Source: an optimization exercise on an open RTL-to-GDS flow (aim: small area and a short achievable clock period). Production flows keep margins and buffers that such runs may drop. At most, simulation tests tie the RTL to the original design; equivalence was not proved. Power and IR drop assume default switching activity.

// FloatingPoint_Multiplier_Complete
module FloatingPoint_Multiplier_Complete (
    input wire         clk,
    input wire         rst,
    input  wire [15:0] a,
    input  wire [15:0] b,
    output reg  [15:0] result,
    output reg         overflow,
    output reg         underflow
);
Settings: LEC_CHECK=0, ABC_CLOCK_PERIOD_IN_PS=2500, CAP_MARGIN=20, CORE_MARGIN=2, CORE_UTILIZATION=55, CTS_BUF_LIST=sky130_fd_sc_hd__clkbuf_8, SETUP_SLACK_MARGIN=4.7, SLEW_MARGIN=20; clock period 7.5 ns.
standard.sh (not shown) runs the stock make flow with config.mk's settings and CLKGATE_MAP_FILE= SYNTH_SCRIPT=/design/flow/synth_recipe.tcl, a recipe that flattens the netlist after the stock synthesis.
==> flow/flow/run.sh <==
#!/bin/bash
# Own layout flow: the standard flow (standard.sh) with two changes:
#  - synthesis runs Yosys's synth without its generic "abc -fast" pass
#    (-noabc), so the full adders written in the RTL reach extract_fa as
#    written instead of being remapped first; everything else in
#    synth_recipe.tcl (flatten, renames, registers) is unchanged;
#  - port buffers use the buffer cell named in flow/ports.txt.
# Each tool's output is in the ORFS logs under orfs/logs; make's own output
# goes to flow.log here.
set -euo pipefail
here=$(pwd)
first=$(head -n 1 synth_recipe.tcl)
if [[ "$first" != 'proc synth {args} { yosys synth -nofsm -noshare {*}$args }' ]]; then
  echo "unexpected first line of synth_recipe.tcl: $first" >&2
  exit 1
fi
{ echo 'proc synth {args} { yosys synth -nofsm -noshare -noabc {*}$args }'; tail -n +2 synth_recipe.tcl; } > own_synth.tcl
buf=$(tr -d ' \n' < flow/ports.txt)
sed -e "s#SYNTH_SCRIPT=[^ ]*#SYNTH_SCRIPT=$here/own_synth.tcl 'BUFFER_PORTS_ARGS=-buffer_cell $buf'#" standard.sh > own_standard.sh
grep -q own_synth.tcl own_standard.sh
bash own_standard.sh > flow.log 2>&1
==> flow/flow/ports.txt <==
sky130_fd_sc_hd__buf_1
Edit:
--- a/flow/design.v
+++ b/flow/design.v
@@ -553,37 +553,37 @@
     wire       r2_zero = &r2_es;
     wire       ovf0 = r2_es >= 6'd46;
     wire       ovf1 = r2_es >= 6'd45;
     wire       unf0 = r2_es <= 6'd15;
     wire       unf1 = r2_es <= 6'd14;
     wire [4:0] ef0  = r2_es[4:0] + 5'd17;
     wire [4:0] ef1  = r2_es[4:0] + 5'd18;
     wire       ovf  = r0_top ? ovf1 : ovf0;
     wire       unf  = r0_top ? unf1 : unf0;
     wire [4:0] ef   = r0_top ? ef1 : ef0;
     reg        r3_nz, r3_ovf, r3_unf;    
-    reg [15:0] r3_val;
+    reg        r3_s;                     
+    reg  [6:0] r3_lo;                    
+    reg  [7:0] r3_hi;                    
+    wire       nzn = ~r2_zero & ~ovf & ~unf;
     always @(posedge clk or posedge rst) begin
         if (rst) begin
             r3_nz  <= 1'b0;
             r3_ovf <= 1'b0;
             r3_unf <= 1'b0;
+            r3_s   <= 1'b0;
+            r3_lo  <= 7'd0;
         end else begin
-            r3_nz  <= ~r2_zero & ~ovf & ~unf;
+            r3_nz  <= nzn;
             r3_ovf <= ~r2_zero & ovf;
             r3_unf <= ~r2_zero & ~ovf & unf;
+            r3_s   <= nzn & r2_sign;
+            r3_lo  <= {7{nzn}} & mant[6:0];
         end
     end
-    always @(posedge clk) r3_val <= {r2_sign, ef, mant};
-    reg        r3_zn;    
-    always @(posedge clk or posedge rst) begin
-        if (rst) r3_zn <= 1'b1;
-        else     r3_zn <= r2_zero | ovf | unf;
-    end
+    always @(posedge clk) r3_hi <= {ef, mant[9:7]};
     always @(*) begin
-        result[15]   = r3_nz & r3_val[15];
-        result[14:7] = r3_zn ? {8{r3_ovf}} : r3_val[14:7];
-        result[6:0]  = {7{r3_nz}} & r3_val[6:0];
+        result    = {r3_s, r3_nz ? r3_hi : {8{r3_ovf}}, r3_lo};
         overflow  = r3_ovf;
         underflow = r3_unf;
     end
 endmodule
Power grows by 1.4%.
Routed wire length grows by 3.7%.
Area after synthesis grows by 1.0%.
Cell count grows by 0.61%.
Setup slack is better by 0.094 ns.
Final area grows by 0.76%.
Clock-buffer cell count grows by 2.
Combinational power grows by about 3%.
Global-route usage grows by 0.84 points.
Critical path depth shrinks by 1.
Via count grows by 2.3%.
Non-clock buffer count shrinks by 3.
Utilization shrinks by 1.4 points.
Die area grows by 1.0%.
Function was not checked in any run of this note: the RTL went through the layout flow alone.

* * *

Setup of the previous run:
FloatingPoint_Multiplier_Complete, a different RTL version from the one above (not shown whole).
For scale: roughly 650 cells after synthesis, roughly 94 flip-flops, about 0.0067 sq mm of cells after synthesis.
==> flow/config.mk <==
export PLATFORM = sky130hd
export DESIGN_NAME = FloatingPoint_Multiplier_Complete
export DESIGN_NICKNAME = FloatingPoint_Multiplier_Complete
export VERILOG_FILES = /design/flow/design.v
export SDC_FILE = /design/flow/constraint.sdc
export NUM_CORES = 4
export LEC_CHECK = 0
export ABC_CLOCK_PERIOD_IN_PS = 2500
export CAP_MARGIN = 20
export CORE_MARGIN = 2
export CORE_UTILIZATION = 55
export CTS_BUF_LIST = sky130_fd_sc_hd__clkbuf_8
export SETUP_SLACK_MARGIN = 4.7
export SLEW_MARGIN = 20
==> flow/constraint.sdc <==
create_clock -name core_clock -period 7.5 [get_ports {clk}]
set_input_delay 1.5000 -clock core_clock [delete_from_list [all_inputs] [get_ports {clk}]]
set_output_delay 1.5000 -clock core_clock [all_outputs]
set_load 0.01 [all_outputs]
Scripts as last shown in full above: flow/flow/run.sh, flow/flow/ports.txt
Relative to the previous run, the following input files were edited for the current run:
--- a/flow/design.v
+++ b/flow/design.v
@@ -544,23 +544,23 @@
     wire r0_2 = hi_s4 ^ r0_a1_2;
     wire r0_3 = hi_s5 ^ r0_a1_3;
     wire r0_4 = hi_s6 ^ r0_a2_4;
     wire r0_5 = hi_s7 ^ r0_a2_5;
     wire r0_6 = hi_s8 ^ r0_a2_6;
     wire r0_7 = hi_s9 ^ r0_a2_7;
     wire r0_8 = hi_s10 ^ r0_a3_8;
     wire r0_9 = hi_s11 ^ r0_a3_9;
     wire r0_10 = hi_s12 ^ r0_a3_10;
     wire c9 = (r2_a[8] & r2_b[8]) | ((r2_a[8] ^ r2_b[8]) & r2_cin);
     wire ones920 = ((r2_a[9] ^ r2_b[9]) ^ c9) & ((r2_a[9] & r2_b[9]) ^ (r2_a[10] ^ r2_b[10])) & ((r2_a[10] & r2_b[10]) ^ (r2_a[11] ^ r2_b[11])) & ((r2_a[11] & r2_b[11]) ^ (r2_a[12] ^ r2_b[12])) & ((r2_a[12] & r2_b[12]) ^ (r2_a[13] ^ r2_b[13])) & ((r2_a[13] & r2_b[13]) ^ (r2_a[14] ^ r2_b[14])) & ((r2_a[14] & r2_b[14]) ^ (r2_a[15] ^ r2_b[15])) & ((r2_a[15] & r2_b[15]) ^ (r2_a[16] ^ r2_b[16])) & ((r2_a[16] & r2_b[16]) ^ (r2_a[17] ^ r2_b[17])) & ((r2_a[17] & r2_b[17]) ^ (r2_a[18] ^ r2_b[18])) & ((r2_a[18] & r2_b[18]) ^ (r2_a[19] ^ r2_b[19])) & ((r2_a[19] & r2_b[19]) ^ (r2_a[20] ^ r2_b[20]));
-    wire r0_top = hi_C13 ? (~hi_p13 | ones920) : (hi_p13 | ones920);    
+    wire r0_top = hi_s13 | ones920;    
     wire r1_a0_1 = hi_s3 & hi_s2;
     wire r1_a0_2 = hi_s4 & hi_s3;
     wire r1_a0_3 = hi_s5 & hi_s4;
     wire r1_a0_4 = hi_s6 & hi_s5;
     wire r1_a0_5 = hi_s7 & hi_s6;
     wire r1_a0_6 = hi_s8 & hi_s7;
     wire r1_a0_7 = hi_s9 & hi_s8;
     wire r1_a0_8 = hi_s10 & hi_s9;
     wire r1_a0_9 = hi_s11 & hi_s10;
     wire r1_a0_10 = hi_s12 & hi_s11;
     wire r1_a1_2 = r1_a0_2 & hi_s2;
@@ -604,24 +604,25 @@
     wire [4:0] ef1  = r2_es[4:0] + 5'd18;
     wire       ovf  = r0_top ? ovf1 : ovf0;
     wire       unf  = r0_top ? unf1 : unf0;
     wire [4:0] ef   = r0_top ? ef1 : ef0;
     reg        r3_nz, r3_ovf, r3_unf;    
     reg [15:0] r3_val;
     always @(posedge clk or posedge rst) begin
         if (rst) begin
             r3_nz  <= 1'b0;
             r3_ovf <= 1'b0;
             r3_unf <= 1'b0;
+            r3_val <= 16'd0;
         end else begin
             r3_nz  <= ~r2_zero & ~ovf & ~unf;
             r3_ovf <= ~r2_zero & ovf;
             r3_unf <= ~r2_zero & ~ovf & unf;
+            r3_val <= {r2_sign, ef, mant};
         end
     end
-    always @(posedge clk) r3_val <= {r2_sign, ef, mant};
     always @(*) begin
         result    = r3_nz ? r3_val : (r3_ovf ? 16'h7F80 : 16'd0);
         overflow  = r3_ovf;
         underflow = r3_unf;
     end
 endmodule
Results
Side by side, maximum frequency turned out higher in the current run than in the previous run.
Delta (the current run minus the previous run): post-placement setup slack has decreased; worst setup slack has increased.
Post-route cell area of the current run is on par with the previous run.
Register-to-register slack: the current run vs the previous run up 20 ps
Reported for the current run and the previous run, number of cells on the worst hold path turned out identical to the last digit.
The lower count of clock-net buffers in the final layout of the current run and the previous run is in the current run.
[diff] global-route wire length before repair, the current run relative to the previous run: regression
Lower total wire length goes to the previous run over the current run.
Function not checked in the previous run: the RTL went through the layout flow alone.

## separate check: timing with driven ports
The results above use ideal ports. As a check the final layouts listed here were re-extracted and re-timed, cells and wires unchanged. Step 1, drivers: a clkbuf_16 drives clk and a buf_2 each remaining input, both assumed. Step 2 adds t to the input delays and takes it off the output delays; t is the mean of the earliest and latest rising clock arrival at the registers after step 1. Input paths then give back, and output paths get back, about the clock's delay inside the block. a / b / c = no drivers / after step 1 / after step 2; a / b = the first two.
run | shift t [ns] | setup WS [ns] | latest minus earliest clock arrival (ns) | slew at the worst register clock pin (ns)
the first run of note 1 | 0.408 | 4.681 / 4.657 / 4.590 | 0.016 / 0.016 | 0.11 / 0.11
the second run of note 1 | 0.405 | 4.776 / 4.756 / 4.560 | 0.008 / 0.009 | 0.09 / 0.09
the previous run | 0.411 | 4.729 / 4.729 / 4.585 | 0.008 / 0.008 | 0.10 / 0.10
the current run | 0.412 | 4.747 / 4.729 / 4.603 | 0.010 / 0.011 | 0.10 / 0.10
After both steps every run listed still meets setup and hold. The setup slack of the second run of note 1, which loses most, moves by -0.020 ns with the drivers and by -0.216 ns with both steps.
